This is an optimization exercise on Yosys and OpenROAD, whose aim is small area, a short achievable clock period and few clock cycles, not a production implementation. Function was checked by simulation only, so behaviour that the tests miss may differ from the original. No activity file was given, so power comes from the tool's default toggle rates.

Setup of ember:
==> flow/design.v (excerpt) <==
module circuit(input clk, nrst, in_valid, out_ack, start, input logic [7:0] in_data,
               output logic in_ack, out_valid, ready, output logic [7:0] out_data);
  localparam logic [3:0] C_END = 4'b0000, C_DOT = 4'b0001, C_COM = 4'b0010,
                         C_LB  = 4'b0100, C_RB  = 4'b0101,
                         C_INC = 4'b1000, C_DEC = 4'b1001,
                         C_RT  = 4'b1100, C_LT  = 4'b1101;
  localparam int NSTK = 3;     
  localparam int NLST = 3;     
  localparam int NPAIR = 10;   
  logic st_ready, st_run, st_read, st_skipf, st_skipb, st_fin;
  logic [7:0] pc, h, sp, depth;
  logic [7:0] acc;
  logic       wv;                   
  logic [3:0][3:0] win;             
  logic       lv;                   
  logic [3:0] lcode;
  logic [7:0] laddr;
  logic [7:0] lsp;
  logic [NLST-1:0][7:0] lstk;
  logic [3:0] enc;
  always_comb begin
    case (in_data)
      8'h2b: enc = C_INC;
      8'h2d: enc = C_DEC;
      8'h3e: enc = C_RT;
      8'h3c: enc = C_LT;
      8'h2e: enc = C_DOT;
      8'h2c: enc = C_COM;
      8'h5b: enc = C_LB;
      8'h5d: enc = C_RB;
      default: enc = C_END;
    endcase
  ...
For scale: ~8300 cells after synthesis, about 24 I/O pins, ~0.15 mm² of cells after synthesis.
==> flow/config.mk <==
export PLATFORM = sky130hd
export DESIGN_NAME = circuit
export DESIGN_NICKNAME = circuit
export VERILOG_FILES = /design/flow/design.v
export SDC_FILE = /design/flow/constraint.sdc
export NUM_CORES = 4
export LEC_CHECK = 0
export CAP_MARGIN = 10
export CORE_MARGIN = 2
export CORE_UTILIZATION = 60
export CTS_CLUSTER_DIAMETER = 70
export CTS_CLUSTER_SIZE = 24
export PLACE_DENSITY = 0.72
export SLEW_MARGIN = 10
==> flow/constraint.sdc <==
create_clock -name core_clock -period 10.0 [get_ports {clk}]
set_input_delay 2.0000 -clock core_clock [delete_from_list [all_inputs] [get_ports {clk}]]
set_output_delay 2.0000 -clock core_clock [all_outputs]
set_load 0.01 [all_outputs]
standard.sh (not shown) runs the stock make flow with config.mk's settings and CLKGATE_MAP_FILE= SYNTH_SCRIPT=/design/flow/synth_recipe.tcl, a recipe that flattens the netlist after the stock synthesis.
==> flow/flow/run.sh <==
#!/bin/bash
# The standard layout (the standard.sh, unchanged synthesis and steps), with timing
# repair asked to leave 6.5 ns of setup slack at the design's clock period.
set -euo pipefail
bash standard.sh SETUP_SLACK_MARGIN=6.5 finish > standard_make.log 2>&1
ember completed every stage of the flow, and the final layout passed the timing, DRC and antenna checks.
Testbench counts of ember, summed over its fixed seeds: cycles 234,471.
Inputs modified between ember and garnet:
# ember
export LEC_CHECK = 0
export CAP_MARGIN = 10
export CORE_MARGIN = 2
export CORE_UTILIZATION = 60
export CTS_CLUSTER_DIAMETER = 70
export CTS_CLUSTER_SIZE = 24
export PLACE_DENSITY = 0.72
export SLEW_MARGIN = 10
create_clock -name core_clock -period 10.0 [get_ports {clk}]
# garnet
export LEC_CHECK = 0
export CAP_MARGIN = 20
export CORE_MARGIN = 2
export CORE_UTILIZATION = 60
export CTS_CLUSTER_DIAMETER = 70
export CTS_CLUSTER_SIZE = 24
export PLACE_DENSITY = 0.72
export SLEW_MARGIN = 20
create_clock -name core_clock -period 10.0 [get_ports {clk}]
### Flow results
Having completed the whole flow, garnet delivered a layout that passed the timing, DRC and antenna checks.
Comparing ember and garnet, post-route fraction of the period consumed by the critical path is lower on ember.
ember → garnet: number of cells after detailed placement neither gained nor lost much, setup slack went down 0.063 ns, combinational cell fraction of total power held, clock tree buffer depth shows no meaningful change.
Compared with ember, garnet ends up with a larger final cell area.
garnet falls short of ember in fmax.
Relative to ember, the routed wire length measured on garnet has increased slightly.
The critical path depth of garnet exceeds that of ember by 2.
In terms of worst hold slack across all endpoints, ember and garnet differ only marginally.
Inputs modified between garnet and indigo:
==> flow/flow/run.sh <==
#!/bin/bash
# The standard layout (the standard.sh, unchanged synthesis and steps), with timing
# repair asked to leave 6.75 ns of setup slack at the design's clock period.
set -euo pipefail
bash standard.sh SETUP_SLACK_MARGIN=6.75 finish > standard_make.log 2>&1
### Flow results
Post-cts repair resize count, indigo and garnet: lower on garnet
indigo has combinational cell power above what garnet had.
Part of the total power dissipated in the clock network was higher in garnet than in indigo.
NOTE net count reported at finish garnet->indigo increased by a few percent
Overall power | indigo above garnet
Cell area | indigo vs garnet | indigo larger
indigo ended up with a higher overall routing resource usage than garnet did.
[indigo] share of the cycle needed by the critical path after routing rose 1.9 points relative to garnet
Min total routed wirelength across indigo and garnet: garnet
Critical path depth (lower): garnet


circuit, a different RTL version from the one above (not shown whole).
Size: roughly 8,500 cells after synthesis, roughly 3,500 flip-flops, about 24 I/O pins, about 150,000 um^2 of cells after synthesis.
export LEC_CHECK = 0
export CAP_MARGIN = 20
export CORE_MARGIN = 2
export CORE_UTILIZATION = 55
export PLACE_DENSITY = 0.7
export SLEW_MARGIN = 20
create_clock -name core_clock -period 10.0 [get_ports {clk}]
==> flow/flow/run.sh <==
#!/bin/bash
# The standard layout (the standard.sh, unchanged synthesis and steps), with timing
# repair asked to leave 6 ns of setup slack at the design's clock period.
set -euo pipefail
bash standard.sh SETUP_SLACK_MARGIN=6 finish > standard_make.log 2>&1
Testbench counts at the start, summed over its fixed seeds: cycles 234,471.
Next try:
==> flow/flow/run.sh (replaced) <==
#!/bin/bash
# The standard layout (the standard.sh, unchanged synthesis and steps), with timing
# repair asked to leave 6.5 ns of setup slack at the design's clock period.
set -euo pipefail
bash standard.sh SETUP_SLACK_MARGIN=6.5 finish > standard_make.log 2>&1
Settings changed: CORE_UTILIZATION 55 to 60, CTS_CLUSTER_DIAMETER set to 70, CTS_CLUSTER_SIZE set to 24, PLACE_DENSITY 0.7 to 0.72.
- The changed run finished with timing, DRC and antenna clean
- fmax climbs by about 3.6%
- setup slack improved by 0.14 ns
- via count came out higher by 4.1%
- final area climbs by 0.50%
- die area came out lower by about 8%
- total power went up by about 1.1%
- utilization rose by 6.0 points
- routed wire length climbs by 8.3%

[re-timing with driven ports]
In the flow no input, the clock included, has a driving cell. The finished layouts below were timed again as built, in two steps. Step 1 sets driving cells, clkbuf_16 on the clock port and buf_2 on the other inputs (assumed; they add their load-dependent delay and slew). Step 2 moves the port delays by t, midway between the first and last clock arrival at a register: inputs arrive t later, outputs are due t later. That takes back most of the time a late clock gives input paths. a / b / c = ideal / step 1 / step 2; a / b = the first two.
run | t, ns | slack for setup (ns) | hold slack, ns | latest minus earliest clock arrival (ns) | cell pins on the clock port's net
ember | 0.977 | 6.226 / 6.226 / 5.448 | 0.447 / 0.447 / 0.447 | 0.049 / 0.050 | 1
garnet | 0.972 | 6.164 / 6.164 / 5.389 | 0.447 / 0.447 / 0.447 | 0.061 / 0.061 | 1
indigo | 0.970 | 5.976 / 5.976 / 5.597 | 0.441 / 0.441 / 0.441 | 0.059 / 0.060 | 1
the first run of note 2 | 1.023 | 5.960 / 5.960 / 5.290 | 0.443 / 0.443 / 0.443 | 0.088 / 0.088 | 1
the second run of note 2 | 0.966 | 6.101 / 6.101 / 5.536 | 0.445 / 0.445 / 0.445 | 0.076 / 0.076 | 1
After both steps every run listed still meets setup and hold. For ember, which loses most, drivers alone change the setup slack by 0.000 ns; drivers and shift together by -0.778 ns.
